This is an optimization exercise on Yosys and OpenROAD, whose aim is small area, a short achievable clock period and few clock cycles per item, not a production implementation. No run shown here included a check of the RTL's function; only the layout flow was run. No activity file was given, so power comes from the tool's default toggle rates.

**flow/config.mk**
```make
export PLATFORM = sky130hd
export DESIGN_NAME = simple_cpu_top
export DESIGN_NICKNAME = simple_cpu_top
export VERILOG_FILES = /design/flow/design.v
export SDC_FILE = /design/flow/constraint.sdc
export NUM_CORES = 4
export LEC_CHECK = 0
export CAP_MARGIN = 20
export CORE_MARGIN = 2
export CORE_UTILIZATION = 40
export SLEW_MARGIN = 20
export SYNTH_HIERARCHICAL = 1
export SYNTH_MINIMUM_KEEP_SIZE = 0
```
**flow/constraint.sdc**
```tcl
create_clock -name core_clock -period 5.0 [get_ports {clk}]
set_input_delay 1.0000 -clock core_clock [delete_from_list [all_inputs] [get_ports {clk}]]
set_output_delay 1.0000 -clock core_clock [all_outputs]
set_load 0.01 [all_outputs]
```
**flow/design.v**
```verilog
module simple_datapath #(
    parameter BIT_WIDTH = 16
)(
    input wire [BIT_WIDTH-1:0] a,
    input wire [BIT_WIDTH-1:0] b,
    output wire [BIT_WIDTH-1:0] p
);
    wire w1 = a[0] & b[0];
    wire w2 = a[1] & b[0];
    wire w3 = a[2] & b[0];
    wire w4 = a[3] & b[0];
    wire w5 = a[4] & b[0];
    wire w6 = a[5] & b[0];
    wire w7 = a[6] & b[0];
    wire w8 = a[7] & b[0];
    wire w9 = a[8] & b[0];
    wire w10 = a[9] & b[0];
    wire w11 = a[10] & b[0];
    wire w12 = a[11] & b[0];
    wire w13 = a[12] & b[0];
    wire w14 = a[13] & b[0];
    wire w15 = a[14] & b[0];
    wire w16 = a[15] & b[0];
    wire w17 = a[0] & b[1];
    wire w18 = a[1] & b[1];
    wire w19 = a[2] & b[1];
    wire w20 = a[3] & b[1];
    wire w21 = a[4] & b[1];
    wire w22 = a[5] & b[1];
    wire w23 = a[6] & b[1];
    wire w24 = a[7] & b[1];
    wire w25 = a[8] & b[1];
    wire w26 = a[9] & b[1];
    wire w27 = a[10] & b[1];
    wire w28 = a[11] & b[1];
    wire w29 = a[12] & b[1];
    wire w30 = a[13] & b[1];
    wire w31 = a[14] & b[1];
    wire w32 = a[0] & b[2];
    wire w33 = a[1] & b[2];
    wire w34 = a[2] & b[2];
    wire w35 = a[3] & b[2];
    wire w36 = a[4] & b[2];
    wire w37 = a[5] & b[2];
    wire w38 = a[6] & b[2];
    wire w39 = a[7] & b[2];
    wire w40 = a[8] & b[2];
    wire w41 = a[9] & b[2];
    wire w42 = a[10] & b[2];
    wire w43 = a[11] & b[2];
    wire w44 = a[12] & b[2];
    wire w45 = a[13] & b[2];
    wire w46 = a[0] & b[3];
    wire w47 = a[1] & b[3];
    wire w48 = a[2] & b[3];
    wire w49 = a[3] & b[3];
    wire w50 = a[4] & b[3];
    wire w51 = a[5] & b[3];
    wire w52 = a[6] & b[3];
    wire w53 = a[7] & b[3];
    wire w54 = a[8] & b[3];
    wire w55 = a[9] & b[3];
    wire w56 = a[10] & b[3];
    wire w57 = a[11] & b[3];
    wire w58 = a[12] & b[3];
    wire w59 = a[0] & b[4];
    wire w60 = a[1] & b[4];
    wire w61 = a[2] & b[4];
    wire w62 = a[3] & b[4];
    wire w63 = a[4] & b[4];
    wire w64 = a[5] & b[4];
    wire w65 = a[6] & b[4];
    wire w66 = a[7] & b[4];
    wire w67 = a[8] & b[4];
    wire w68 = a[9] & b[4];
    wire w69 = a[10] & b[4];
    wire w70 = a[11] & b[4];
    wire w71 = a[0] & b[5];
    wire w72 = a[1] & b[5];
    wire w73 = a[2] & b[5];
    wire w74 = a[3] & b[5];
    wire w75 = a[4] & b[5];
    wire w76 = a[5] & b[5];
    wire w77 = a[6] & b[5];
    wire w78 = a[7] & b[5];
    wire w79 = a[8] & b[5];
    wire w80 = a[9] & b[5];
    wire w81 = a[10] & b[5];
    wire w82 = a[0] & b[6];
    wire w83 = a[1] & b[6];
    wire w84 = a[2] & b[6];
    wire w85 = a[3] & b[6];
    wire w86 = a[4] & b[6];
    wire w87 = a[5] & b[6];
    wire w88 = a[6] & b[6];
    wire w89 = a[7] & b[6];
    wire w90 = a[8] & b[6];
    wire w91 = a[9] & b[6];
    wire w92 = a[0] & b[7];
    wire w93 = a[1] & b[7];
    wire w94 = a[2] & b[7];
    wire w95 = a[3] & b[7];
    wire w96 = a[4] & b[7];
    wire w97 = a[5] & b[7];
    wire w98 = a[6] & b[7];
    wire w99 = a[7] & b[7];
    wire w100 = a[8] & b[7];
    wire w101 = a[0] & b[8];
    wire w102 = a[1] & b[8];
    wire w103 = a[2] & b[8];
    wire w104 = a[3] & b[8];
    wire w105 = a[4] & b[8];
    wire w106 = a[5] & b[8];
    wire w107 = a[6] & b[8];
    wire w108 = a[7] & b[8];
    wire w109 = a[0] & b[9];
    wire w110 = a[1] & b[9];
    wire w111 = a[2] & b[9];
    wire w112 = a[3] & b[9];
    wire w113 = a[4] & b[9];
    wire w114 = a[5] & b[9];
    wire w115 = a[6] & b[9];
    wire w116 = a[0] & b[10];
    wire w117 = a[1] & b[10];
    wire w118 = a[2] & b[10];
    wire w119 = a[3] & b[10];
    wire w120 = a[4] & b[10];
    wire w121 = a[5] & b[10];
    wire w122 = a[0] & b[11];
    wire w123 = a[1] & b[11];
    wire w124 = a[2] & b[11];
    wire w125 = a[3] & b[11];
    wire w126 = a[4] & b[11];
    wire w127 = a[0] & b[12];
    wire w128 = a[1] & b[12];
    wire w129 = a[2] & b[12];
    wire w130 = a[3] & b[12];
    wire w131 = a[0] & b[13];
    wire w132 = a[1] & b[13];
    wire w133 = a[2] & b[13];
    wire w134 = a[0] & b[14];
    wire w135 = a[1] & b[14];
    wire w136 = a[0] & b[15];
    wire w137, w138;
    mul_ha u1 (.x(w18), .y(w3), .s(w137), .c(w138));
    wire w139, w140;
    mul_fa u2 (.x(w19), .y(w33), .z(w4), .s(w139), .c(w140));
    wire w141, w142;
    mul_ha u3 (.x(w46), .y(w138), .s(w141), .c(w142));
    wire w143, w144;
    mul_fa u4 (.x(w20), .y(w34), .z(w47), .s(w143), .c(w144));
    wire w145, w146;
    mul_fa u5 (.x(w5), .y(w59), .z(w142), .s(w145), .c(w146));
    wire w147, w148;
    mul_ha u6 (.x(w140), .y(w143), .s(w147), .c(w148));
    wire w149, w150;
    mul_fa u7 (.x(w21), .y(w35), .z(w48), .s(w149), .c(w150));
    wire w151, w152;
    mul_fa u8 (.x(w6), .y(w60), .z(w71), .s(w151), .c(w152));
    wire w153, w154;
    mul_fa u9 (.x(w144), .y(w149), .z(w151), .s(w153), .c(w154));
    wire w155, w156;
    mul_ha u10 (.x(w148), .y(w146), .s(w155), .c(w156));
    wire w157, w158;
    mul_fa u11 (.x(w22), .y(w36), .z(w49), .s(w157), .c(w158));
    wire w159, w160;
    mul_fa u12 (.x(w61), .y(w7), .z(w72), .s(w159), .c(w160));
    wire w161, w162;
    mul_fa u13 (.x(w82), .y(w150), .z(w152), .s(w161), .c(w162));
    wire w163, w164;
    mul_fa u14 (.x(w157), .y(w159), .z(w154), .s(w163), .c(w164));
    wire w165, w166;
    mul_ha u15 (.x(w161), .y(w156), .s(w165), .c(w166));
    wire w167, w168;
    mul_fa u16 (.x(w23), .y(w37), .z(w50), .s(w167), .c(w168));
    wire w169, w170;
    mul_fa u17 (.x(w62), .y(w73), .z(w8), .s(w169), .c(w170));
    wire w171, w172;
    mul_fa u18 (.x(w83), .y(w92), .z(w158), .s(w171), .c(w172));
    wire w173, w174;
    mul_fa u19 (.x(w160), .y(w167), .z(w169), .s(w173), .c(w174));
    wire w175, w176;
    mul_fa u20 (.x(w162), .y(w171), .z(w173), .s(w175), .c(w176));
    wire w177, w178;
    mul_ha u21 (.x(w166), .y(w164), .s(w177), .c(w178));
    wire w179, w180;
    wire w181;
    mul_x2 u22 (.x(w101), .y(w24), .s(w181));
    mul_x2 u23 (.x(w181), .y(w38), .s(w179));
    mul_maj u24 (.x(w101), .y(w24), .z(w38), .c(w180));
    wire w182, w183;
    wire w184;
    mul_x2 u25 (.x(w51), .y(w63), .s(w184));
    mul_x2 u26 (.x(w184), .y(w74), .s(w182));
    mul_maj u27 (.x(w51), .y(w63), .z(w74), .c(w183));
    wire w185, w186;
    wire w187;
    mul_x2 u28 (.x(w84), .y(w9), .s(w187));
    mul_x2 u29 (.x(w187), .y(w93), .s(w185));
    mul_maj u30 (.x(w84), .y(w9), .z(w93), .c(w186));
    wire w188, w189;
    wire w190;
    mul_x2 u31 (.x(w179), .y(w182), .s(w190));
    mul_x2 u32 (.x(w190), .y(w185), .s(w188));
    mul_maj u33 (.x(w179), .y(w182), .z(w185), .c(w189));
    wire w191, w192;
    wire w193;
    mul_x2 u34 (.x(w168), .y(w170), .s(w193));
    mul_x2 u35 (.x(w193), .y(w188), .s(w191));
    mul_maj u36 (.x(w168), .y(w170), .z(w188), .c(w192));
    wire w194, w195;
    wire w196;
    mul_x2 u37 (.x(w191), .y(w172), .s(w196));
    mul_x2 u38 (.x(w196), .y(w174), .s(w194));
    mul_maj u39 (.x(w191), .y(w172), .z(w174), .c(w195));
    wire w197, w198;
    mul_ha u40 (.x(w194), .y(w176), .s(w197), .c(w198));
    wire w199, w200;
    wire w201;
    mul_x2 u41 (.x(w10), .y(w102), .s(w201));
    mul_x2 u42 (.x(w201), .y(w109), .s(w199));
    mul_maj u43 (.x(w10), .y(w102), .z(w109), .c(w200));
    wire w202, w203;
    wire w204;
    mul_x2 u44 (.x(w25), .y(w39), .s(w204));
    mul_x2 u45 (.x(w204), .y(w52), .s(w202));
    mul_maj u46 (.x(w25), .y(w39), .z(w52), .c(w203));
    wire w205, w206;
    wire w207;
    mul_x2 u47 (.x(w64), .y(w75), .s(w207));
    mul_x2 u48 (.x(w207), .y(w85), .s(w205));
    mul_maj u49 (.x(w64), .y(w75), .z(w85), .c(w206));
    wire w208, w209;
    wire w210;
    mul_x2 u50 (.x(w94), .y(w180), .s(w210));
    mul_x2 u51 (.x(w210), .y(w183), .s(w208));
    mul_maj u52 (.x(w94), .y(w180), .z(w183), .c(w209));
    wire w211, w212;
    wire w213;
    mul_x2 u53 (.x(w186), .y(w199), .s(w213));
    mul_x2 u54 (.x(w213), .y(w202), .s(w211));
    mul_maj u55 (.x(w186), .y(w199), .z(w202), .c(w212));
    wire w214, w215;
    wire w216;
    mul_x2 u56 (.x(w205), .y(w189), .s(w216));
    mul_x2 u57 (.x(w216), .y(w208), .s(w214));
    mul_maj u58 (.x(w205), .y(w189), .z(w208), .c(w215));
    wire w217, w218;
    wire w219;
    mul_x2 u59 (.x(w211), .y(w192), .s(w219));
    mul_x2 u60 (.x(w219), .y(w214), .s(w217));
    mul_maj u61 (.x(w211), .y(w192), .z(w214), .c(w218));
    wire w220, w221;
    mul_ha u62 (.x(w195), .y(w217), .s(w220), .c(w221));
    wire w222, w223;
    wire w224;
    mul_x2 u63 (.x(w103), .y(w11), .s(w224));
    mul_x2 u64 (.x(w224), .y(w110), .s(w222));
    mul_maj u65 (.x(w103), .y(w11), .z(w110), .c(w223));
    wire w225, w226;
    wire w227;
    mul_x2 u66 (.x(w116), .y(w26), .s(w227));
    mul_x2 u67 (.x(w227), .y(w40), .s(w225));
    mul_maj u68 (.x(w116), .y(w26), .z(w40), .c(w226));
    wire w228, w229;
    wire w230;
    mul_x2 u69 (.x(w53), .y(w65), .s(w230));
    mul_x2 u70 (.x(w230), .y(w76), .s(w228));
    mul_maj u71 (.x(w53), .y(w65), .z(w76), .c(w229));
    wire w231, w232;
    wire w233;
    mul_x2 u72 (.x(w86), .y(w95), .s(w233));
    mul_x2 u73 (.x(w233), .y(w200), .s(w231));
    mul_maj u74 (.x(w86), .y(w95), .z(w200), .c(w232));
    wire w234, w235;
    wire w236;
    mul_x2 u75 (.x(w203), .y(w206), .s(w236));
    mul_x2 u76 (.x(w236), .y(w222), .s(w234));
    mul_maj u77 (.x(w203), .y(w206), .z(w222), .c(w235));
    wire w237, w238;
    wire w239;
    mul_x2 u78 (.x(w225), .y(w228), .s(w239));
    mul_x2 u79 (.x(w239), .y(w231), .s(w237));
    mul_maj u80 (.x(w225), .y(w228), .z(w231), .c(w238));
    wire w240, w241;
    wire w242;
    mul_x2 u81 (.x(w209), .y(w212), .s(w242));
    mul_x2 u82 (.x(w242), .y(w234), .s(w240));
    mul_maj u83 (.x(w209), .y(w212), .z(w234), .c(w241));
    wire w243, w244;
    wire w245;
    mul_x2 u84 (.x(w237), .y(w215), .s(w245));
    mul_x2 u85 (.x(w245), .y(w240), .s(w243));
    mul_maj u86 (.x(w237), .y(w215), .z(w240), .c(w244));
    wire w246, w247;
    mul_ha u87 (.x(w218), .y(w243), .s(w246), .c(w247));
    wire w248, w249;
    wire w250;
    mul_x2 u88 (.x(w104), .y(w111), .s(w250));
    mul_x2 u89 (.x(w250), .y(w117), .s(w248));
    mul_maj u90 (.x(w104), .y(w111), .z(w117), .c(w249));
    wire w251, w252;
    wire w253;
    mul_x2 u91 (.x(w12), .y(w122), .s(w253));
    mul_x2 u92 (.x(w253), .y(w27), .s(w251));
    mul_maj u93 (.x(w12), .y(w122), .z(w27), .c(w252));
    wire w254, w255;
    wire w256;
    mul_x2 u94 (.x(w41), .y(w54), .s(w256));
    mul_x2 u95 (.x(w256), .y(w66), .s(w254));
    mul_maj u96 (.x(w41), .y(w54), .z(w66), .c(w255));
    wire w257, w258;
    wire w259;
    mul_x2 u97 (.x(w77), .y(w87), .s(w259));
    mul_x2 u98 (.x(w259), .y(w96), .s(w257));
    mul_maj u99 (.x(w77), .y(w87), .z(w96), .c(w258));
    wire w260, w261;
    wire w262;
    mul_x2 u100 (.x(w223), .y(w226), .s(w262));
    mul_x2 u101 (.x(w262), .y(w229), .s(w260));
    mul_maj u102 (.x(w223), .y(w226), .z(w229), .c(w261));
    wire w263, w264;
    wire w265;
    mul_x2 u103 (.x(w248), .y(w251), .s(w265));
    mul_x2 u104 (.x(w265), .y(w254), .s(w263));
    mul_maj u105 (.x(w248), .y(w251), .z(w254), .c(w264));
    wire w266, w267;
    wire w268;
    mul_x2 u106 (.x(w257), .y(w232), .s(w268));
    mul_x2 u107 (.x(w268), .y(w235), .s(w266));
    mul_maj u108 (.x(w257), .y(w232), .z(w235), .c(w267));
    wire w269, w270;
    wire w271;
    mul_x2 u109 (.x(w260), .y(w263), .s(w271));
    mul_x2 u110 (.x(w271), .y(w238), .s(w269));
    mul_maj u111 (.x(w260), .y(w263), .z(w238), .c(w270));
    wire w272, w273;
    wire w274;
    mul_x2 u112 (.x(w241), .y(w266), .s(w274));
    mul_x2 u113 (.x(w274), .y(w269), .s(w272));
    mul_maj u114 (.x(w241), .y(w266), .z(w269), .c(w273));
    wire w275, w276;
    mul_ha u115 (.x(w244), .y(w272), .s(w275), .c(w276));
    wire w277, w278;
    wire w279;
    mul_x2 u116 (.x(w105), .y(w112), .s(w279));
    mul_x2 u117 (.x(w279), .y(w118), .s(w277));
    mul_maj u118 (.x(w105), .y(w112), .z(w118), .c(w278));
    wire w280, w281;
    wire w282;
    mul_x2 u119 (.x(w123), .y(w127), .s(w282));
    mul_x2 u120 (.x(w282), .y(w13), .s(w280));
    mul_maj u121 (.x(w123), .y(w127), .z(w13), .c(w281));
    wire w283, w284;
    wire w285;
    mul_x2 u122 (.x(w28), .y(w42), .s(w285));
    mul_x2 u123 (.x(w285), .y(w55), .s(w283));
    mul_maj u124 (.x(w28), .y(w42), .z(w55), .c(w284));
    wire w286, w287;
    wire w288;
    mul_x2 u125 (.x(w67), .y(w78), .s(w288));
    mul_x2 u126 (.x(w288), .y(w88), .s(w286));
    mul_maj u127 (.x(w67), .y(w78), .z(w88), .c(w287));
    wire w289, w290;
    wire w291;
    mul_x2 u128 (.x(w97), .y(w249), .s(w291));
    mul_x2 u129 (.x(w291), .y(w252), .s(w289));
    mul_maj u130 (.x(w97), .y(w249), .z(w252), .c(w290));
    wire w292, w293;
    wire w294;
    mul_x2 u131 (.x(w255), .y(w258), .s(w294));
    mul_x2 u132 (.x(w294), .y(w277), .s(w292));
    mul_maj u133 (.x(w255), .y(w258), .z(w277), .c(w293));
    wire w295, w296;
    wire w297;
    mul_x2 u134 (.x(w280), .y(w283), .s(w297));
    mul_x2 u135 (.x(w297), .y(w286), .s(w295));
    mul_maj u136 (.x(w280), .y(w283), .z(w286), .c(w296));
    wire w298, w299;
    wire w300;
    mul_x2 u137 (.x(w261), .y(w264), .s(w300));
    mul_x2 u138 (.x(w300), .y(w289), .s(w298));
    mul_maj u139 (.x(w261), .y(w264), .z(w289), .c(w299));
    wire w301, w302;
    wire w303;
    mul_x2 u140 (.x(w292), .y(w295), .s(w303));
    mul_x2 u141 (.x(w303), .y(w267), .s(w301));
    mul_maj u142 (.x(w292), .y(w295), .z(w267), .c(w302));
    wire w304, w305;
    wire w306;
    mul_x2 u143 (.x(w298), .y(w270), .s(w306));
    mul_x2 u144 (.x(w306), .y(w301), .s(w304));
    mul_maj u145 (.x(w298), .y(w270), .z(w301), .c(w305));
    wire w307, w308;
    mul_ha u146 (.x(w273), .y(w304), .s(w307), .c(w308));
    wire w309, w310;
    wire w311;
    mul_x2 u147 (.x(w106), .y(w113), .s(w311));
    mul_x2 u148 (.x(w311), .y(w119), .s(w309));
    mul_maj u149 (.x(w106), .y(w113), .z(w119), .c(w310));
    wire w312, w313;
    wire w314;
    mul_x2 u150 (.x(w124), .y(w128), .s(w314));
    mul_x2 u151 (.x(w314), .y(w131), .s(w312));
    mul_maj u152 (.x(w124), .y(w128), .z(w131), .c(w313));
    wire w315, w316;
    wire w317;
    mul_x2 u153 (.x(w14), .y(w29), .s(w317));
    mul_x2 u154 (.x(w317), .y(w43), .s(w315));
    mul_maj u155 (.x(w14), .y(w29), .z(w43), .c(w316));
    wire w318, w319;
    wire w320;
    mul_x2 u156 (.x(w56), .y(w68), .s(w320));
    mul_x2 u157 (.x(w320), .y(w79), .s(w318));
    mul_maj u158 (.x(w56), .y(w68), .z(w79), .c(w319));
    wire w321, w322;
    wire w323;
    mul_x2 u159 (.x(w89), .y(w98), .s(w323));
    mul_x2 u160 (.x(w323), .y(w278), .s(w321));
    mul_maj u161 (.x(w89), .y(w98), .z(w278), .c(w322));
    wire w324, w325;
    wire w326;
    mul_x2 u162 (.x(w281), .y(w284), .s(w326));
    mul_x2 u163 (.x(w326), .y(w287), .s(w324));
    mul_maj u164 (.x(w281), .y(w284), .z(w287), .c(w325));
    wire w327, w328;
    wire w329;
    mul_x2 u165 (.x(w309), .y(w312), .s(w329));
    mul_x2 u166 (.x(w329), .y(w315), .s(w327));
    mul_maj u167 (.x(w309), .y(w312), .z(w315), .c(w328));
    wire w330, w331;
    wire w332;
    mul_x2 u168 (.x(w318), .y(w321), .s(w332));
    mul_x2 u169 (.x(w332), .y(w290), .s(w330));
    mul_maj u170 (.x(w318), .y(w321), .z(w290), .c(w331));
    wire w333, w334;
    wire w335;
    mul_x2 u171 (.x(w293), .y(w296), .s(w335));
    mul_x2 u172 (.x(w335), .y(w324), .s(w333));
    mul_maj u173 (.x(w293), .y(w296), .z(w324), .c(w334));
    wire w336, w337;
    wire w338;
    mul_x2 u174 (.x(w327), .y(w330), .s(w338));
    mul_x2 u175 (.x(w338), .y(w299), .s(w336));
    mul_maj u176 (.x(w327), .y(w330), .z(w299), .c(w337));
    wire w339, w340;
    wire w341;
    mul_x2 u177 (.x(w333), .y(w336), .s(w341));
    mul_x2 u178 (.x(w341), .y(w302), .s(w339));
    mul_maj u179 (.x(w333), .y(w336), .z(w302), .c(w340));
    wire w342, w343;
    mul_ha u180 (.x(w305), .y(w339), .s(w342), .c(w343));
    wire w344, w345;
    wire w346;
    mul_x2 u181 (.x(w107), .y(w114), .s(w346));
    mul_x2 u182 (.x(w346), .y(w120), .s(w344));
    mul_maj u183 (.x(w107), .y(w114), .z(w120), .c(w345));
    wire w347, w348;
    wire w349;
    mul_x2 u184 (.x(w125), .y(w129), .s(w349));
    mul_x2 u185 (.x(w349), .y(w132), .s(w347));
    mul_maj u186 (.x(w125), .y(w129), .z(w132), .c(w348));
    wire w350, w351;
    wire w352;
    mul_x2 u187 (.x(w134), .y(w15), .s(w352));
    mul_x2 u188 (.x(w352), .y(w30), .s(w350));
    mul_maj u189 (.x(w134), .y(w15), .z(w30), .c(w351));
    wire w353, w354;
    wire w355;
    mul_x2 u190 (.x(w44), .y(w57), .s(w355));
    mul_x2 u191 (.x(w355), .y(w69), .s(w353));
    mul_maj u192 (.x(w44), .y(w57), .z(w69), .c(w354));
    wire w356, w357;
    wire w358;
    mul_x2 u193 (.x(w80), .y(w90), .s(w358));
    mul_x2 u194 (.x(w358), .y(w99), .s(w356));
    mul_maj u195 (.x(w80), .y(w90), .z(w99), .c(w357));
    wire w359, w360;
    wire w361;
    mul_x2 u196 (.x(w310), .y(w313), .s(w361));
    mul_x2 u197 (.x(w361), .y(w316), .s(w359));
    mul_maj u198 (.x(w310), .y(w313), .z(w316), .c(w360));
    wire w362, w363;
    wire w364;
    mul_x2 u199 (.x(w319), .y(w344), .s(w364));
    mul_x2 u200 (.x(w364), .y(w347), .s(w362));
    mul_maj u201 (.x(w319), .y(w344), .z(w347), .c(w363));
    wire w365, w366;
    wire w367;
    mul_x2 u202 (.x(w350), .y(w353), .s(w367));
    mul_x2 u203 (.x(w367), .y(w356), .s(w365));
    mul_maj u204 (.x(w350), .y(w353), .z(w356), .c(w366));
    wire w368, w369;
    wire w370;
    mul_x2 u205 (.x(w322), .y(w325), .s(w370));
    mul_x2 u206 (.x(w370), .y(w328), .s(w368));
    mul_maj u207 (.x(w322), .y(w325), .z(w328), .c(w369));
    wire w371, w372;
    wire w373;
    mul_x2 u208 (.x(w359), .y(w362), .s(w373));
    mul_x2 u209 (.x(w373), .y(w365), .s(w371));
    mul_maj u210 (.x(w359), .y(w362), .z(w365), .c(w372));
    wire w374, w375;
    wire w376;
    mul_x2 u211 (.x(w331), .y(w334), .s(w376));
    mul_x2 u212 (.x(w376), .y(w368), .s(w374));
    mul_maj u213 (.x(w331), .y(w334), .z(w368), .c(w375));
    wire w377, w378;
    wire w379;
    mul_x2 u214 (.x(w371), .y(w337), .s(w379));
    mul_x2 u215 (.x(w379), .y(w374), .s(w377));
    mul_maj u216 (.x(w371), .y(w337), .z(w374), .c(w378));
    wire w380, w381;
    mul_ha u217 (.x(w340), .y(w377), .s(w380), .c(w381));
    wire w382;
    mul_x2 u218 (.x(w100), .y(w108), .s(w382));
    wire w383;
    mul_x2 u219 (.x(w115), .y(w121), .s(w383));
    wire w384;
    mul_x2 u220 (.x(w126), .y(w130), .s(w384));
    wire w385;
    mul_x2 u221 (.x(w133), .y(w135), .s(w385));
    wire w386;
    mul_x2 u222 (.x(w136), .y(w16), .s(w386));
    wire w387;
    mul_x2 u223 (.x(w31), .y(w45), .s(w387));
    wire w388;
    mul_x2 u224 (.x(w58), .y(w70), .s(w388));
    wire w389;
    mul_x2 u225 (.x(w81), .y(w91), .s(w389));
    wire w390;
    mul_x2 u226 (.x(w382), .y(w383), .s(w390));
    wire w391;
    mul_x2 u227 (.x(w384), .y(w385), .s(w391));
    wire w392;
    mul_x2 u228 (.x(w386), .y(w387), .s(w392));
    wire w393;
    mul_x2 u229 (.x(w388), .y(w389), .s(w393));
    wire w394;
    mul_x2 u230 (.x(w345), .y(w348), .s(w394));
    wire w395;
    mul_x2 u231 (.x(w351), .y(w354), .s(w395));
    wire w396;
    mul_x2 u232 (.x(w357), .y(w390), .s(w396));
    wire w397;
    mul_x2 u233 (.x(w391), .y(w392), .s(w397));
    wire w398;
    mul_x2 u234 (.x(w393), .y(w394), .s(w398));
    wire w399;
    mul_x2 u235 (.x(w395), .y(w396), .s(w399));
    wire w400;
    mul_x2 u236 (.x(w397), .y(w360), .s(w400));
    wire w401;
    mul_x2 u237 (.x(w363), .y(w366), .s(w401));
    wire w402;
    mul_x2 u238 (.x(w398), .y(w399), .s(w402));
    wire w403;
    mul_x2 u239 (.x(w400), .y(w401), .s(w403));
    wire w404;
    mul_x2 u240 (.x(w402), .y(w369), .s(w404));
    wire w405;
    mul_x2 u241 (.x(w372), .y(w403), .s(w405));
    wire w406;
    mul_x2 u242 (.x(w404), .y(w405), .s(w406));
    wire w407;
    mul_x2 u243 (.x(w406), .y(w375), .s(w407));
    wire w408;
    mul_x2 u244 (.x(w407), .y(w378), .s(w408));
    wire w409;
    mul_x2 u245 (.x(w408), .y(w381), .s(w409));
    wire w410, w411;
    mul_ha u246 (.x(w17), .y(w2), .s(w410), .c(w411));
    wire w412, w413;
    mul_ha u247 (.x(w32), .y(w137), .s(w412), .c(w413));
    wire w414, w415;
    mul_ha u248 (.x(w141), .y(w139), .s(w414), .c(w415));
    wire w416, w417;
    mul_ha u249 (.x(w147), .y(w145), .s(w416), .c(w417));
    wire w418, w419;
    mul_ha u250 (.x(w153), .y(w155), .s(w418), .c(w419));
    wire w420, w421;
    mul_ha u251 (.x(w165), .y(w163), .s(w420), .c(w421));
    wire w422, w423;
    mul_ha u252 (.x(w175), .y(w177), .s(w422), .c(w423));
    wire w424, w425;
    mul_ha u253 (.x(w178), .y(w197), .s(w424), .c(w425));
    wire w426, w427;
    mul_ha u254 (.x(w220), .y(w198), .s(w426), .c(w427));
    wire w428, w429;
    mul_ha u255 (.x(w221), .y(w246), .s(w428), .c(w429));
    wire w430, w431;
    mul_ha u256 (.x(w247), .y(w275), .s(w430), .c(w431));
    wire w432, w433;
    mul_ha u257 (.x(w276), .y(w307), .s(w432), .c(w433));
    wire w434, w435;
    mul_ha u258 (.x(w308), .y(w342), .s(w434), .c(w435));
    wire w436, w437;
    mul_ha u259 (.x(w343), .y(w380), .s(w436), .c(w437));
    wire w438;
    mul_ao u260 (.g(w413), .p(w412), .ci(w411), .co(w438));
    wire w439;
    mul_ao u261 (.g(w415), .p(w414), .ci(w438), .co(w439));
    wire w440;
    mul_ao u262 (.g(w417), .p(w416), .ci(w439), .co(w440));
    wire w441;
    mul_ao u263 (.g(w419), .p(w418), .ci(w440), .co(w441));
    wire w442;
    mul_ao u264 (.g(w421), .p(w420), .ci(w441), .co(w442));
    wire w443;
    mul_ao u265 (.g(w423), .p(w422), .ci(w442), .co(w443));
    wire w444;
    mul_ao u266 (.g(w425), .p(w424), .ci(w443), .co(w444));
    wire w445;
    mul_ao u267 (.g(w427), .p(w426), .ci(w444), .co(w445));
    wire w446;
    mul_ao u268 (.g(w431), .p(w430), .ci(w429), .co(w446));
    wire w447 = w430 & w428;
    wire w448;
    mul_ao u269 (.g(w435), .p(w434), .ci(w433), .co(w448));
    wire w449 = w434 & w432;
    wire w450;
    mul_ao u270 (.g(w433), .p(w432), .ci(w446), .co(w450));
    wire w451 = w432 & w447;
    wire w452;
    mul_ao u271 (.g(w448), .p(w449), .ci(w446), .co(w452));
    wire w453 = w449 & w447;
    wire w454;
    mul_ao u272 (.g(w437), .p(w436), .ci(w452), .co(w454));
    wire w455 = w436 & w453;
    wire w456;
    mul_ao u273 (.g(w429), .p(w428), .ci(w445), .co(w456));
    wire w457;
    mul_ao u274 (.g(w446), .p(w447), .ci(w445), .co(w457));
    wire w458;
    mul_ao u275 (.g(w450), .p(w451), .ci(w445), .co(w458));
    wire w459;
    mul_ao u276 (.g(w452), .p(w453), .ci(w445), .co(w459));
    wire w460;
    mul_ao u277 (.g(w454), .p(w455), .ci(w445), .co(w460));
    assign p[0] = w1 ^ 1'b0;
    assign p[1] = w410 ^ 1'b0;
    assign p[2] = w412 ^ w411;
    assign p[3] = w414 ^ w438;
    assign p[4] = w416 ^ w439;
    assign p[5] = w418 ^ w440;
    assign p[6] = w420 ^ w441;
    assign p[7] = w422 ^ w442;
    assign p[8] = w424 ^ w443;
    assign p[9] = w426 ^ w444;
    assign p[10] = w428 ^ w445;
    assign p[11] = w430 ^ w456;
    assign p[12] = w432 ^ w457;
    assign p[13] = w434 ^ w458;
    assign p[14] = w436 ^ w459;
    assign p[15] = w409 ^ w460;
endmodule
module mul_fa (
    input wire x, y, z,
    output wire s, c
);
    assign s = x ^ y ^ z;
    assign c = (x & y) | (x & z) | (y & z);
endmodule
module mul_ha (
    input wire x, y,
    output wire s, c
);
    assign s = x ^ y;
    assign c = x & y;
endmodule
module mul_ao (
    input wire g, p, ci,
    output wire co
);
    assign co = g | (p & ci);
endmodule
module mul_maj (
    input wire x, y, z,
    output wire c
);
    assign c = (x & y) | (x & z) | (y & z);
endmodule
module mul_x2 (
    input wire x, y,
    output wire s
);
    assign s = x ^ y;
endmodule
module simple_control (
    input wire clk,
    input wire rst_n,
    input wire start,
    output reg done
);
    always @(posedge clk or negedge rst_n) begin
        if (!rst_n)
            done <= 1'b0;
        else if (start)
            done <= 1'b1;
    end
endmodule
module simple_cpu_top #(
    parameter BIT_WIDTH = 16,
    parameter PROGRAM_FILE = "program.mem"
)(
    input wire clk,
    input wire rst_n,
    input wire start,
    input wire [BIT_WIDTH-1:0] operand_a,
    input wire [BIT_WIDTH-1:0] operand_b,
    output wire [BIT_WIDTH-1:0] result,
    output wire done
);
    wire [BIT_WIDTH-1:0] product;
    simple_datapath #(.BIT_WIDTH(BIT_WIDTH)) datapath (
        .a(operand_a), .b(operand_b), .p(product)
    );
    simple_control control (
        .clk(clk), .rst_n(rst_n), .start(start), .done(done)
    );
    reg [BIT_WIDTH-1:0] result_r;
    always @(posedge clk)
        if (start) result_r <= product;
    assign result = result_r;
endmodule
```
**flow/run.sh**
```bash
#!/bin/bash
# synth_recipe.tcl (not shown) runs the flow's synth.tcl, then flattens the netlist and writes it again
# the make line also repeats each setting of config.mk as NAME=value (left out here)
make -C /OpenROAD-flow-scripts/flow DESIGN_CONFIG=/design/flow/config.mk WORK_HOME=/design/flow/orfs CLKGATE_MAP_FILE= SYNTH_SCRIPT=/design/flow/synth_recipe.tcl finish
```
==> reports/metrics.cfg, run 1 <==
[sta]
maxSlewViolCount=0
hold_viol=0
max_slew_margin_pct=43.6
period_share_pct=97.0
finalCriticalPeriod_ps=4850
whs_ps=471
tightest_slew_ps=844
fmax_ghz=0.206
setup_viol_count_final=0
tns_ps=0
fin_skew_ps=0

[power]
pwr-share-seq_pct=11.4
internal_power_mw=1.70
switching_share_pct=40.5
finalPower_mw=2.85
p_leak_nw=3.46
peakVddDrop_mv=0.488
comb_power_share_pct=84.8
p_switching_mw=1.16
pwr-share-clk_pct=3.8
power.density_mw_per_mm2=447

[detailed_routing]
ant_nets=0
num_vias=3764
wirelength_um=11200
wl_per_cell_um=14.0
vias_per_cell=4.69
drc=0
detail_route.iter0.violations=122
drtPass1Iterations=4

[critical_path]
worstPathArrival_ps=4860
start_kind=primary input
endpoint_kind=flop
crit_type=primary input to flop
worst_ep_required_time_ps=5010
cp_max_fo=6
r2r_start=control.done
cp-startpoint=operand_a[0]

[die]
ios=52
rows=38
core-area_mm2=0.0108
die-area_mm2=0.0119
initial_core_util_pct=40.8
dieHeight_um=109
die_x_um=109

[global_route]
grt_antenna_before_repair=0
overflow=0
grt_max_degree=18
first_global_vias=3742
grt_pass1_wl_um=18200
track_usage_pct=19.7

[cts]
cts.sink_count=17
cts_buffers=3
cts_tree=done
clock_latency_ps=260
root_buffer=clkbuf_8
htreeDepth=1
hold_buffers=0
clk_pin_slew_ps=70
clk_path_buf_depth=2

[final_layout]
final_common_cell=xor2_1
fin_util_pct=58.8
fillers=982
synthToLayoutAreaGrowth_pct=44.1
fin_cells=803
diodes=0
nets=741
drive_gt1_share_pct=35.1
register_area_um2=505
final_cell_mix=164 x xor2_1, 156 x buf_4, 137 x and2_1
multi_input_area_mm2=0.00391

[placement]
port_buffers=51
dp_hpwl_um=9650
placed_cells=793
place.gp.congestion=0.871

[synthesis]
ys_types=13
yosys_register_bits=17
synth_nets=541
syn_area_mm2=0.00443
synth_warnings=8
synth_seq_area_share_pct=11.4
syn-instance-count=464
synth_area_per_cell_um2=9.54

[flow_run]
maxCapViolations=0

[worst_hold_path]
hold_path_class=flop to flop
hold_start=control.done

[status]
status=finished clean

final timing paths:
kind | end | slack [ps] | cells after the start
worst max-delay path | result_r[15] | 150 | 14
worst min-delay path | control.done | 470 | 1
worst max register to register | control.done | 4290 | 1
worst min register to register | control.done | 470 | 1
max in group asynchronous | control.done | 4030 | 1
min in group asynchronous | control.done | 870 | 1
state kept, by name, summed over array words and instances, names as in the netlist:
signal and cells:
control.done 1, result_r 16
Yosys cell counts:
cell	instances	share of area [%]
and3_1	1	0.14
edfxtp_1	16	11
dfrtp_1	1	0.57
ha_1	27	7.6
buf_4	2	0.34
buf_2	12	1.4
fa_1	15	6.8
a21o_1	18	3.1
and4_1	1	0.20
or2_1	1	0.14
and2_1	139	20
xor2_1	168	33
maj3_2	63	16
metal layers:
metal | global-route usage, % | up-vias | part of all wire (%)
met2 | 35.7 | 51 | 52
met4 | 2.08 | 0 | 0.30
met1 | 26.0 | 1785 | 46
met5 | 0 | - | 0
li1 | - | 1926 | -
met3 | 1.85 | 2 | 2.1
modules after synthesis, one instance, submodules excluded, a selection:
| module | flip-flops and latches | times used |
|---|---|---|
| mul_ao | 0 | 18 |
| mul_fa | 0 | 15 |
| mul_ha | 0 | 27 |
| mul_maj | 0 | 63 |
| mul_x2 | 0 | 154 |
| simple_control | 1 | 1 |
| simple_cpu_top | 16 | 1 |
through the flow:
step / worst slack, ps / cell area (µm²)
3_3_place_gp: -202 / 6190
6_report: 148 / 6380
4_1_cts: 24.1 / 6250
2_1_floorplan: 397 / 4430
3_5_place_dp: -309 / 6190
5_1_grt: -22.9 / 6380
kinds of logic (layout without fill, tap and decap cells):
family	after synthesis	after routing	synth area share, %
buffers and inverters	14	213	1.70
adder cells (fa/ha/maj)	105	105	30.4
flip-flops	17	17	11.4
AO/OA/AOI/OAI	18	18	3.05
AND/OR/NAND/NOR	142	142	20.1
XOR/XNOR	168	168	33.2
critical path, cell delays in order:
cell             delay, ps
clkdlybuf4s50_1        460
buf_4                  180
buf_4                  130
and2_1                 140
fa_1                   490
fa_1                   440
fa_1                   410
ha_1                   300
ha_1                   310
a21o_1                 200
a21o_1                 190
a21o_2                 250
a21o_1                 190
xor2_1                 160
area by class of cell:
cell class / instances / share of cell area [%]
clock buffers: 4 / 0.706
multi-input cells: 433 / 61.3
flip-flops and latches: 17 / 7.93
well taps: 140 / 2.75
repair buffers: 209 / 27.4
repair_timing:
item	4_1_cts	5_1_grt
endpoints found under the setup margin	1	5
gates cloned	0	0
pin swaps	0	17
gates resized for setup	1	23
buffers inserted	2	4
power groups by stage:
stage / clock network, mW / registers [mW] / logic, mW
floorplan: 0 / 0.359 / 1.35
global placement: 0 / 0.328 / 2.19
detailed placement: 0 / 0.329 / 2.29
CTS: 0.117 / 0.326 / 2.32
global route: 0.119 / 0.330 / 2.69
finish: 0.108 / 0.325 / 2.42
==> run 2, diff against run 1 <==
--- a/flow/design.v
+++ b/flow/design.v
@@ -150,9 +150,9 @@
     wire w143, w144;
     mul_fa u4 (.x(w20), .y(w34), .z(w47), .s(w143), .c(w144));
     wire w145, w146;
-    mul_fa u5 (.x(w5), .y(w59), .z(w142), .s(w145), .c(w146));
+    mul_fa u5 (.x(w5), .y(w59), .z(w140), .s(w145), .c(w146));
     wire w147, w148;
-    mul_ha u6 (.x(w140), .y(w143), .s(w147), .c(w148));
+    mul_ha u6 (.x(w142), .y(w143), .s(w147), .c(w148));
     wire w149, w150;
     mul_fa u7 (.x(w21), .y(w35), .z(w48), .s(w149), .c(w150));
     wire w151, w152;
@@ -232,24 +232,24 @@
     mul_maj u49 (.x(w64), .y(w75), .z(w85), .c(w206));
     wire w208, w209;
     wire w210;
-    mul_x2 u50 (.x(w94), .y(w180), .s(w210));
-    mul_x2 u51 (.x(w210), .y(w183), .s(w208));
-    mul_maj u52 (.x(w94), .y(w180), .z(w183), .c(w209));
+    mul_x2 u50 (.x(w94), .y(w199), .s(w210));
+    mul_x2 u51 (.x(w210), .y(w202), .s(w208));
+    mul_maj u52 (.x(w94), .y(w199), .z(w202), .c(w209));
     wire w211, w212;
     wire w213;
-    mul_x2 u53 (.x(w186), .y(w199), .s(w213));
-    mul_x2 u54 (.x(w213), .y(w202), .s(w211));
-    mul_maj u55 (.x(w186), .y(w199), .z(w202), .c(w212));
+    mul_x2 u53 (.x(w205), .y(w180), .s(w213));
+    mul_x2 u54 (.x(w213), .y(w183), .s(w211));
+    mul_maj u55 (.x(w205), .y(w180), .z(w183), .c(w212));
     wire w214, w215;
     wire w216;
-    mul_x2 u56 (.x(w205), .y(w189), .s(w216));
-    mul_x2 u57 (.x(w216), .y(w208), .s(w214));
-    mul_maj u58 (.x(w205), .y(w189), .z(w208), .c(w215));
+    mul_x2 u56 (.x(w186), .y(w208), .s(w216));
+    mul_x2 u57 (.x(w216), .y(w189), .s(w214));
+    mul_maj u58 (.x(w186), .y(w208), .z(w189), .c(w215));
     wire w217, w218;
     wire w219;
-    mul_x2 u59 (.x(w211), .y(w192), .s(w219));
-    mul_x2 u60 (.x(w219), .y(w214), .s(w217));
-    mul_maj u61 (.x(w211), .y(w192), .z(w214), .c(w218));
+    mul_x2 u59 (.x(w211), .y(w214), .s(w219));
+    mul_x2 u60 (.x(w219), .y(w192), .s(w217));
+    mul_maj u61 (.x(w211), .y(w214), .z(w192), .c(w218));
     wire w220, w221;
     mul_ha u62 (.x(w195), .y(w217), .s(w220), .c(w221));
     wire w222, w223;
@@ -270,30 +270,30 @@
     wire w231, w232;
     wire w233;
     mul_x2 u72 (.x(w86), .y(w95), .s(w233));
-    mul_x2 u73 (.x(w233), .y(w200), .s(w231));
-    mul_maj u74 (.x(w86), .y(w95), .z(w200), .c(w232));
+    mul_x2 u73 (.x(w233), .y(w222), .s(w231));
+    mul_maj u74 (.x(w86), .y(w95), .z(w222), .c(w232));
     wire w234, w235;
     wire w236;
-    mul_x2 u75 (.x(w203), .y(w206), .s(w236));
-    mul_x2 u76 (.x(w236), .y(w222), .s(w234));
-    mul_maj u77 (.x(w203), .y(w206), .z(w222), .c(w235));
+    mul_x2 u75 (.x(w225), .y(w228), .s(w236));
+    mul_x2 u76 (.x(w236), .y(w200), .s(w234));
+    mul_maj u77 (.x(w225), .y(w228), .z(w200), .c(w235));
     wire w237, w238;
     wire w239;
-    mul_x2 u78 (.x(w225), .y(w228), .s(w239));
+    mul_x2 u78 (.x(w203), .y(w206), .s(w239));
     mul_x2 u79 (.x(w239), .y(w231), .s(w237));
-    mul_maj u80 (.x(w225), .y(w228), .z(w231), .c(w238));
+    mul_maj u80 (.x(w203), .y(w206), .z(w231), .c(w238));
     wire w240, w241;
     wire w242;
-    mul_x2 u81 (.x(w209), .y(w212), .s(w242));
-    mul_x2 u82 (.x(w242), .y(w234), .s(w240));
-    mul_maj u83 (.x(w209), .y(w212), .z(w234), .c(w241));
+    mul_x2 u81 (.x(w234), .y(w209), .s(w242));
+    mul_x2 u82 (.x(w242), .y(w237), .s(w240));
+    mul_maj u83 (.x(w234), .y(w209), .z(w237), .c(w241));
     wire w243, w244;
     wire w245;
-    mul_x2 u84 (.x(w237), .y(w215), .s(w245));
-    mul_x2 u85 (.x(w245), .y(w240), .s(w243));
-    mul_maj u86 (.x(w237), .y(w215), .z(w240), .c(w244));
+    mul_x2 u84 (.x(w212), .y(w240), .s(w245));
+    mul_x2 u85 (.x(w245), .y(w215), .s(w243));
+    mul_maj u86 (.x(w212), .y(w240), .z(w215), .c(w244));
     wire w246, w247;
-    mul_ha u87 (.x(w218), .y(w243), .s(w246), .c(w247));
+    mul_ha u87 (.x(w243), .y(w218), .s(w246), .c(w247));
     wire w248, w249;
     wire w250;
     mul_x2 u88 (.x(w104), .y(w111), .s(w250));
@@ -316,31 +316,31 @@
     mul_maj u99 (.x(w77), .y(w87), .z(w96), .c(w258));
     wire w260, w261;
     wire w262;
-    mul_x2 u100 (.x(w223), .y(w226), .s(w262));
-    mul_x2 u101 (.x(w262), .y(w229), .s(w260));
-    mul_maj u102 (.x(w223), .y(w226), .z(w229), .c(w261));
+    mul_x2 u100 (.x(w248), .y(w251), .s(w262));
+    mul_x2 u101 (.x(w262), .y(w254), .s(w260));
+    mul_maj u102 (.x(w248), .y(w251), .z(w254), .c(w261));
     wire w263, w264;
     wire w265;
-    mul_x2 u103 (.x(w248), .y(w251), .s(w265));
-    mul_x2 u104 (.x(w265), .y(w254), .s(w263));
-    mul_maj u105 (.x(w248), .y(w251), .z(w254), .c(w264));
+    mul_x2 u103 (.x(w257), .y(w223), .s(w265));
+    mul_x2 u104 (.x(w265), .y(w226), .s(w263));
+    mul_maj u105 (.x(w257), .y(w223), .z(w226), .c(w264));
     wire w266, w267;
     wire w268;
-    mul_x2 u106 (.x(w257), .y(w232), .s(w268));
-    mul_x2 u107 (.x(w268), .y(w235), .s(w266));
-    mul_maj u108 (.x(w257), .y(w232), .z(w235), .c(w267));
+    mul_x2 u106 (.x(w229), .y(w260), .s(w268));
+    mul_x2 u107 (.x(w268), .y(w232), .s(w266));
+    mul_maj u108 (.x(w229), .y(w260), .z(w232), .c(w267));
     wire w269, w270;
     wire w271;
-    mul_x2 u109 (.x(w260), .y(w263), .s(w271));
+    mul_x2 u109 (.x(w263), .y(w235), .s(w271));
     mul_x2 u110 (.x(w271), .y(w238), .s(w269));
-    mul_maj u111 (.x(w260), .y(w263), .z(w238), .c(w270));
+    mul_maj u111 (.x(w263), .y(w235), .z(w238), .c(w270));
     wire w272, w273;
     wire w274;
-    mul_x2 u112 (.x(w241), .y(w266), .s(w274));
+    mul_x2 u112 (.x(w266), .y(w241), .s(w274));
     mul_x2 u113 (.x(w274), .y(w269), .s(w272));
-    mul_maj u114 (.x(w241), .y(w266), .z(w269), .c(w273));
+    mul_maj u114 (.x(w266), .y(w241), .z(w269), .c(w273));
     wire w275, w276;
-    mul_ha u115 (.x(w244), .y(w272), .s(w275), .c(w276));
+    mul_ha u115 (.x(w272), .y(w244), .s(w275), .c(w276));
     wire w277, w278;
     wire w279;
     mul_x2 u116 (.x(w105), .y(w112), .s(w279));
@@ -363,34 +363,34 @@
     mul_maj u127 (.x(w67), .y(w78), .z(w88), .c(w287));
     wire w289, w290;
     wire w291;
-    mul_x2 u128 (.x(w97), .y(w249), .s(w291));
-    mul_x2 u129 (.x(w291), .y(w252), .s(w289));
-    mul_maj u130 (.x(w97), .y(w249), .z(w252), .c(w290));
+    mul_x2 u128 (.x(w97), .y(w277), .s(w291));
+    mul_x2 u129 (.x(w291), .y(w280), .s(w289));
+    mul_maj u130 (.x(w97), .y(w277), .z(w280), .c(w290));
     wire w292, w293;
     wire w294;
-    mul_x2 u131 (.x(w255), .y(w258), .s(w294));
-    mul_x2 u132 (.x(w294), .y(w277), .s(w292));
-    mul_maj u133 (.x(w255), .y(w258), .z(w277), .c(w293));
+    mul_x2 u131 (.x(w283), .y(w286), .s(w294));
+    mul_x2 u132 (.x(w294), .y(w249), .s(w292));
+    mul_maj u133 (.x(w283), .y(w286), .z(w249), .c(w293));
     wire w295, w296;
     wire w297;
-    mul_x2 u134 (.x(w280), .y(w283), .s(w297));
-    mul_x2 u135 (.x(w297), .y(w286), .s(w295));
-    mul_maj u136 (.x(w280), .y(w283), .z(w286), .c(w296));
+    mul_x2 u134 (.x(w252), .y(w255), .s(w297));
+    mul_x2 u135 (.x(w297), .y(w258), .s(w295));
+    mul_maj u136 (.x(w252), .y(w255), .z(w258), .c(w296));
     wire w298, w299;
     wire w300;
-    mul_x2 u137 (.x(w261), .y(w264), .s(w300));
-    mul_x2 u138 (.x(w300), .y(w289), .s(w298));
-    mul_maj u139 (.x(w261), .y(w264), .z(w289), .c(w299));
+    mul_x2 u137 (.x(w289), .y(w292), .s(w300));
+    mul_x2 u138 (.x(w300), .y(w261), .s(w298));
+    mul_maj u139 (.x(w289), .y(w292), .z(w261), .c(w299));
     wire w301, w302;
     wire w303;
-    mul_x2 u140 (.x(w292), .y(w295), .s(w303));
-    mul_x2 u141 (.x(w303), .y(w267), .s(w301));
-    mul_maj u142 (.x(w292), .y(w295), .z(w267), .c(w302));
+    mul_x2 u140 (.x(w295), .y(w264), .s(w303));
+    mul_x2 u141 (.x(w303), .y(w298), .s(w301));
+    mul_maj u142 (.x(w295), .y(w264), .z(w298), .c(w302));
     wire w304, w305;
     wire w306;
-    mul_x2 u143 (.x(w298), .y(w270), .s(w306));
-    mul_x2 u144 (.x(w306), .y(w301), .s(w304));
-    mul_maj u145 (.x(w298), .y(w270), .z(w301), .c(w305));
+    mul_x2 u143 (.x(w267), .y(w301), .s(w306));
+    mul_x2 u144 (.x(w306), .y(w270), .s(w304));
+    mul_maj u145 (.x(w267), .y(w301), .z(w270), .c(w305));
     wire w307, w308;
     mul_ha u146 (.x(w273), .y(w304), .s(w307), .c(w308));
     wire w309, w310;
@@ -416,40 +416,40 @@
     wire w321, w322;
     wire w323;
     mul_x2 u159 (.x(w89), .y(w98), .s(w323));
-    mul_x2 u160 (.x(w323), .y(w278), .s(w321));
-    mul_maj u161 (.x(w89), .y(w98), .z(w278), .c(w322));
+    mul_x2 u160 (.x(w323), .y(w309), .s(w321));
+    mul_maj u161 (.x(w89), .y(w98), .z(w309), .c(w322));
     wire w324, w325;
     wire w326;
-    mul_x2 u162 (.x(w281), .y(w284), .s(w326));
-    mul_x2 u163 (.x(w326), .y(w287), .s(w324));
-    mul_maj u164 (.x(w281), .y(w284), .z(w287), .c(w325));
+    mul_x2 u162 (.x(w312), .y(w315), .s(w326));
+    mul_x2 u163 (.x(w326), .y(w318), .s(w324));
+    mul_maj u164 (.x(w312), .y(w315), .z(w318), .c(w325));
     wire w327, w328;
     wire w329;
-    mul_x2 u165 (.x(w309), .y(w312), .s(w329));
-    mul_x2 u166 (.x(w329), .y(w315), .s(w327));
-    mul_maj u167 (.x(w309), .y(w312), .z(w315), .c(w328));
+    mul_x2 u165 (.x(w278), .y(w281), .s(w329));
+    mul_x2 u166 (.x(w329), .y(w284), .s(w327));
+    mul_maj u167 (.x(w278), .y(w281), .z(w284), .c(w328));
     wire w330, w331;
     wire w332;
-    mul_x2 u168 (.x(w318), .y(w321), .s(w332));
-    mul_x2 u169 (.x(w332), .y(w290), .s(w330));
-    mul_maj u170 (.x(w318), .y(w321), .z(w290), .c(w331));
+    mul_x2 u168 (.x(w287), .y(w321), .s(w332));
+    mul_x2 u169 (.x(w332), .y(w324), .s(w330));
+    mul_maj u170 (.x(w287), .y(w321), .z(w324), .c(w331));
     wire w333, w334;
     wire w335;
-    mul_x2 u171 (.x(w293), .y(w296), .s(w335));
-    mul_x2 u172 (.x(w335), .y(w324), .s(w333));
-    mul_maj u173 (.x(w293), .y(w296), .z(w324), .c(w334));
+    mul_x2 u171 (.x(w290), .y(w327), .s(w335));
+    mul_x2 u172 (.x(w335), .y(w293), .s(w333));
+    mul_maj u173 (.x(w290), .y(w327), .z(w293), .c(w334));
     wire w336, w337;
     wire w338;
-    mul_x2 u174 (.x(w327), .y(w330), .s(w338));
-    mul_x2 u175 (.x(w338), .y(w299), .s(w336));
-    mul_maj u176 (.x(w327), .y(w330), .z(w299), .c(w337));
+    mul_x2 u174 (.x(w296), .y(w330), .s(w338));
+    mul_x2 u175 (.x(w338), .y(w333), .s(w336));
+    mul_maj u176 (.x(w296), .y(w330), .z(w333), .c(w337));
     wire w339, w340;
     wire w341;
-    mul_x2 u177 (.x(w333), .y(w336), .s(w341));
+    mul_x2 u177 (.x(w299), .y(w336), .s(w341));
     mul_x2 u178 (.x(w341), .y(w302), .s(w339));
-    mul_maj u179 (.x(w333), .y(w336), .z(w302), .c(w340));
+    mul_maj u179 (.x(w299), .y(w336), .z(w302), .c(w340));
     wire w342, w343;
-    mul_ha u180 (.x(w305), .y(w339), .s(w342), .c(w343));
+    mul_ha u180 (.x(w339), .y(w305), .s(w342), .c(w343));
     wire w344, w345;
     wire w346;
     mul_x2 u181 (.x(w107), .y(w114), .s(w346));
@@ -477,41 +477,41 @@
     mul_maj u195 (.x(w80), .y(w90), .z(w99), .c(w357));
     wire w359, w360;
     wire w361;
-    mul_x2 u196 (.x(w310), .y(w313), .s(w361));
-    mul_x2 u197 (.x(w361), .y(w316), .s(w359));
-    mul_maj u198 (.x(w310), .y(w313), .z(w316), .c(w360));
+    mul_x2 u196 (.x(w344), .y(w347), .s(w361));
+    mul_x2 u197 (.x(w361), .y(w350), .s(w359));
+    mul_maj u198 (.x(w344), .y(w347), .z(w350), .c(w360));
     wire w362, w363;
     wire w364;
-    mul_x2 u199 (.x(w319), .y(w344), .s(w364));
-    mul_x2 u200 (.x(w364), .y(w347), .s(w362));
-    mul_maj u201 (.x(w319), .y(w344), .z(w347), .c(w363));
+    mul_x2 u199 (.x(w353), .y(w356), .s(w364));
+    mul_x2 u200 (.x(w364), .y(w310), .s(w362));
+    mul_maj u201 (.x(w353), .y(w356), .z(w310), .c(w363));
     wire w365, w366;
     wire w367;
-    mul_x2 u202 (.x(w350), .y(w353), .s(w367));
-    mul_x2 u203 (.x(w367), .y(w356), .s(w365));
-    mul_maj u204 (.x(w350), .y(w353), .z(w356), .c(w366));
+    mul_x2 u202 (.x(w313), .y(w316), .s(w367));
+    mul_x2 u203 (.x(w367), .y(w319), .s(w365));
+    mul_maj u204 (.x(w313), .y(w316), .z(w319), .c(w366));
     wire w368, w369;
     wire w370;
-    mul_x2 u205 (.x(w322), .y(w325), .s(w370));
-    mul_x2 u206 (.x(w370), .y(w328), .s(w368));
-    mul_maj u207 (.x(w322), .y(w325), .z(w328), .c(w369));
+    mul_x2 u205 (.x(w359), .y(w362), .s(w370));
+    mul_x2 u206 (.x(w370), .y(w322), .s(w368));
+    mul_maj u207 (.x(w359), .y(w362), .z(w322), .c(w369));
     wire w371, w372;
     wire w373;
-    mul_x2 u208 (.x(w359), .y(w362), .s(w373));
-    mul_x2 u209 (.x(w373), .y(w365), .s(w371));
-    mul_maj u210 (.x(w359), .y(w362), .z(w365), .c(w372));
+    mul_x2 u208 (.x(w325), .y(w365), .s(w373));
+    mul_x2 u209 (.x(w373), .y(w328), .s(w371));
+    mul_maj u210 (.x(w325), .y(w365), .z(w328), .c(w372));
     wire w374, w375;
     wire w376;
-    mul_x2 u211 (.x(w331), .y(w334), .s(w376));
-    mul_x2 u212 (.x(w376), .y(w368), .s(w374));
-    mul_maj u213 (.x(w331), .y(w334), .z(w368), .c(w375));
+    mul_x2 u211 (.x(w368), .y(w331), .s(w376));
+    mul_x2 u212 (.x(w376), .y(w371), .s(w374));
+    mul_maj u213 (.x(w368), .y(w331), .z(w371), .c(w375));
     wire w377, w378;
     wire w379;
-    mul_x2 u214 (.x(w371), .y(w337), .s(w379));
-    mul_x2 u215 (.x(w379), .y(w374), .s(w377));
-    mul_maj u216 (.x(w371), .y(w337), .z(w374), .c(w378));
+    mul_x2 u214 (.x(w334), .y(w374), .s(w379));
+    mul_x2 u215 (.x(w379), .y(w337), .s(w377));
+    mul_maj u216 (.x(w334), .y(w374), .z(w337), .c(w378));
     wire w380, w381;
-    mul_ha u217 (.x(w340), .y(w377), .s(w380), .c(w381));
+    mul_ha u217 (.x(w377), .y(w340), .s(w380), .c(w381));
     wire w382;
     mul_x2 u218 (.x(w100), .y(w108), .s(w382));
     wire w383;
@@ -537,33 +537,33 @@
     wire w393;
     mul_x2 u229 (.x(w388), .y(w389), .s(w393));
     wire w394;
-    mul_x2 u230 (.x(w345), .y(w348), .s(w394));
+    mul_x2 u230 (.x(w390), .y(w391), .s(w394));
     wire w395;
-    mul_x2 u231 (.x(w351), .y(w354), .s(w395));
+    mul_x2 u231 (.x(w392), .y(w393), .s(w395));
     wire w396;
-    mul_x2 u232 (.x(w357), .y(w390), .s(w396));
+    mul_x2 u232 (.x(w345), .y(w348), .s(w396));
     wire w397;
-    mul_x2 u233 (.x(w391), .y(w392), .s(w397));
+    mul_x2 u233 (.x(w351), .y(w354), .s(w397));
     wire w398;
-    mul_x2 u234 (.x(w393), .y(w394), .s(w398));
+    mul_x2 u234 (.x(w357), .y(w394), .s(w398));
     wire w399;
     mul_x2 u235 (.x(w395), .y(w396), .s(w399));
     wire w400;
-    mul_x2 u236 (.x(w397), .y(w360), .s(w400));
+    mul_x2 u236 (.x(w397), .y(w398), .s(w400));
     wire w401;
-    mul_x2 u237 (.x(w363), .y(w366), .s(w401));
+    mul_x2 u237 (.x(w360), .y(w399), .s(w401));
     wire w402;
-    mul_x2 u238 (.x(w398), .y(w399), .s(w402));
+    mul_x2 u238 (.x(w363), .y(w366), .s(w402));
     wire w403;
     mul_x2 u239 (.x(w400), .y(w401), .s(w403));
     wire w404;
-    mul_x2 u240 (.x(w402), .y(w369), .s(w404));
+    mul_x2 u240 (.x(w402), .y(w403), .s(w404));
     wire w405;
-    mul_x2 u241 (.x(w372), .y(w403), .s(w405));
+    mul_x2 u241 (.x(w369), .y(w372), .s(w405));
     wire w406;
     mul_x2 u242 (.x(w404), .y(w405), .s(w406));
     wire w407;
-    mul_x2 u243 (.x(w406), .y(w375), .s(w407));
+    mul_x2 u243 (.x(w375), .y(w406), .s(w407));
     wire w408;
     mul_x2 u244 (.x(w407), .y(w378), .s(w408));
     wire w409;
==> flow/flow/run.sh (new file) <==
#!/bin/bash
# The standard layout, with the port buffers made from buf_2 cells
# (ORFS's default picks a delay buffer, clkdlybuf4s50_1).
set -euo pipefail
bash standard.sh "BUFFER_PORTS_ARGS=-buffer_cell sky130_fd_sc_hd__buf_2" finish > standard_run.log 2>&1
==> flow/standard.sh (new file) <==
#!/bin/bash
# synth_recipe.tcl (not shown) runs the flow's synth.tcl, then flattens the netlist and writes it again
# the make line also repeats each setting of config.mk as NAME=value (left out here)
make -C /OpenROAD-flow-scripts/flow DESIGN_CONFIG=/design/flow/config.mk WORK_HOME=/design/flow/orfs CLKGATE_MAP_FILE= SYNTH_SCRIPT=/design/flow/synth_recipe.tcl "${@:-finish}"
removed: flow/run.sh
==> run 2 against run 1 <==
- synthesized area is the same
- clock skew unchanged
- power fell by 13%
- sequential power barely moved
- core utilization is 12 points lower
- highest routed layer unchanged
- largest power group unchanged
- wire length is 11% lower
- still clean on timing, DRC and antenna
- critical path type unchanged
- worst setup slack better by 120 ps
- register-to-register slack barely moved
- clock-buffer cell count unchanged
- first-iteration DRC count is 15% lower
- critical path depth increased by 3
==> reports/metrics.cfg, run 2 <==
[status]
status=finished clean

[sta]
whs_ps=461
maxSlewViolCount=0
period_share_pct=94.6
max_slew_margin_pct=72.2
setup_slack_ps=272
setup_viol_count_final=0
hold_viol=0
fin_skew_ps=0
finalCriticalPeriod_ps=4730
tightest_slew_ps=417
tns_ps=0
fmax_ghz=0.211

[synthesis]
synth_common_cells=168 x xor2_1, 139 x and2_1, 63 x maj3_2
syn_area_mm2=0.00443
synth_seq_area_share_pct=11.4
synthArstFlopShare_pct=5.88
synth-edff-count=16
synth_top_cell_by_area=xor2_1
synth_nets=541
yosys_register_bits=17
syn-instance-count=464
synth_warnings=8
synth_area_per_cell_um2=9.54
synth_top_area_share_pct=33.2
synth_area_leaders=xor2_1 33%, and2_1 20%, maj3_2 16%
ys_types=13
synth_most_common_cell=xor2_1
synth_top_flop_cell=edfxtp_1

[final_layout]
diodes=0
largest_register_ffs=16
top_register=result_r
top_regs=result_r (16), control.done (1)
nets=614
final_cell_mix=168 x xor2_1, 139 x and2_1, 63 x maj3_2
drive_gt1_share_pct=27.8
fin_util_pct=46.8
fin_cells=676
synthToLayoutAreaGrowth_pct=14.6
final_common_cell=xor2_1
fin_area_mm2=0.00507

[die]
die-area_mm2=0.0119
ios=52
initial_core_util_pct=40.8
core-area_mm2=0.0108
dieHeight_um=109
rows=38
die_x_um=109

[power]
p_leak_nw=2.68
finalPower_mw=2.48
peakVddDrop_mv=0.326
power.density_mw_per_mm2=488

[cts]
clk_pin_slew_ps=70
cts.sink_count=17
cts_tree=done
cts_buffers=3
root_buffer=clkbuf_8
clk_path_buf_depth=2
htreeDepth=1
clock_latency_ps=250
hold_buffers=0

[critical_path]
start_kind=primary input
crit_type=primary input to flop
endpoint_kind=flop
worstPathArrival_ps=4730
cp_max_fo=8
worst_ep_required_time_ps=5010

[placement]
dp_hpwl_um=8190
place.gp.congestion=0.859
postPlaceCellArea_mm2=0.00498
place_ws_ps=-63.9
placed_cells=667
port_buffers=51

[global_route]
grt_antenna_before_repair=0
grt_pass1_wl_um=16400
track_usage_pct=17.6
first_global_vias=3426
overflow=0
grt_max_degree=18

[detailed_routing]
num_vias=3304
wl_per_cell_um=14.8
wirelength_um=10000
drtPass1Iterations=4
drc=0
ant_nets=0
vias_per_cell=4.89
detail_route.iter0.violations=104

[flow_run]
maxCapViolations=0

[worst_hold_path]
hold_path_class=flop to flop

run 2: cell counts after synthesis:
Identical to the previous run, type by type.
run 2: Yosys stat by module (local to each module, per instance), a selection:
module          cells  area [µm²]  copies in the design
mul_fa              1        20.0                    15
mul_ao              1        7.51                    18
simple_control      2        31.3                     1
simple_cpu_top     16         480                     1
mul_ha              1        12.5                    27
mul_x2              1        8.76                   154
mul_maj             1        11.3                    63
run 2: power breakdown:
group	switching (mW)	internal (mW)	total [mW]
Clock	0.0531	0.0567	0.110
Sequential	0.00938	0.314	0.323
Combinational	1.02	1.02	2.04
run 2: final timing paths:
kind | cells after the start | start | endpoint | slack [ps]
worst min register to register | 1 | control.done | control.done | 460
min in group asynchronous | 1 | rst_n | control.done | 500
worst max register to register | 1 | control.done | control.done | 4300
worst max-delay path | 17 | operand_a[3] | result_r[15] | 270
worst min-delay path | 1 | control.done | control.done | 460
max in group asynchronous | 1 | rst_n | control.done | 4410
run 2: cell families (layout without fill, tap and decap cells):
kind of cell / after synthesis / in the layout / synth area share (%)
buffers and inverters: 14 / 86 / 1.70
adder cells (fa/ha/maj): 105 / 105 / 30.4
XOR/XNOR: 168 / 168 / 33.2
flip-flops: 17 / 17 / 11.4
AO/OA/AOI/OAI: 18 / 18 / 3.05
AND/OR/NAND/NOR: 142 / 142 / 20.1
run 2: routing by layer:
metal	routed length [µm]	GRT usage [%]	up-vias
met5	0	0	-
met4	149	3.62	0
met3	172	1.67	12
met2	5120	31.8	41
met1	4570	22.6	1592
li1	-	-	1659
run 2: worst max-delay path, cell delays in order:
cell	delay, ps
buf_2	200
and2_1	200
xor2_1	180
xor2_1	240
xor2_1	190
xor2_1	300
xor2_1	200
xor2_1	250
xor2_1	210
xor2_1	260
xor2_1	210
xor2_1	180
ha_1	260
ha_1	340
a21o_1	190
a21o_1	150
xor2_1	150
run 2: final cells by class:
type	instances	area (µm²)
Sequential cell	17	505
Fill cell	1050	5770
Timing Repair Buffer	82	488
Tap cell	140	175
Multi-Input combinational cell	433	3860
Clock buffer	4	45.0
run 2: what timing repair did:
action,4_1_cts,5_1_grt
setup endpoints to repair,0,1
gates resized for setup,0,1
setup buffers,0,5

[re-timing with driven ports]
How much do the figures lean on ideal ports? The routed layouts below were timed once more, with nothing changed but the port constraints. Step 1 sets driving cells, clkbuf_16 on the clock port and buf_2 on the other inputs (assumed; they add their load-dependent delay and slew). Step 2 also shifts input and output timing later by t, the mid clock arrival at the registers, as if the neighbouring blocks saw the same clock. a / b / c = ideal / step 1 / step 2; a / b = the first two.
run | t (ns) | slack for setup (ns) | hold WS [ns] | worst data-port slew with drivers (ns)
run 1 | 0.286 | 0.148 / 0.154 / -0.133 | 0.471 / 0.471 / 0.471 | 0.04
run 2 | 0.285 | 0.272 / 0.279 / -0.006 | 0.461 / 0.461 / 0.461 | 0.03
Met with ideal ports but missed after step 2: setup timing in run 1 and run 2. For run 1, which loses most, drivers alone change the setup slack by +0.006 ns; drivers and shift together by -0.281 ns.
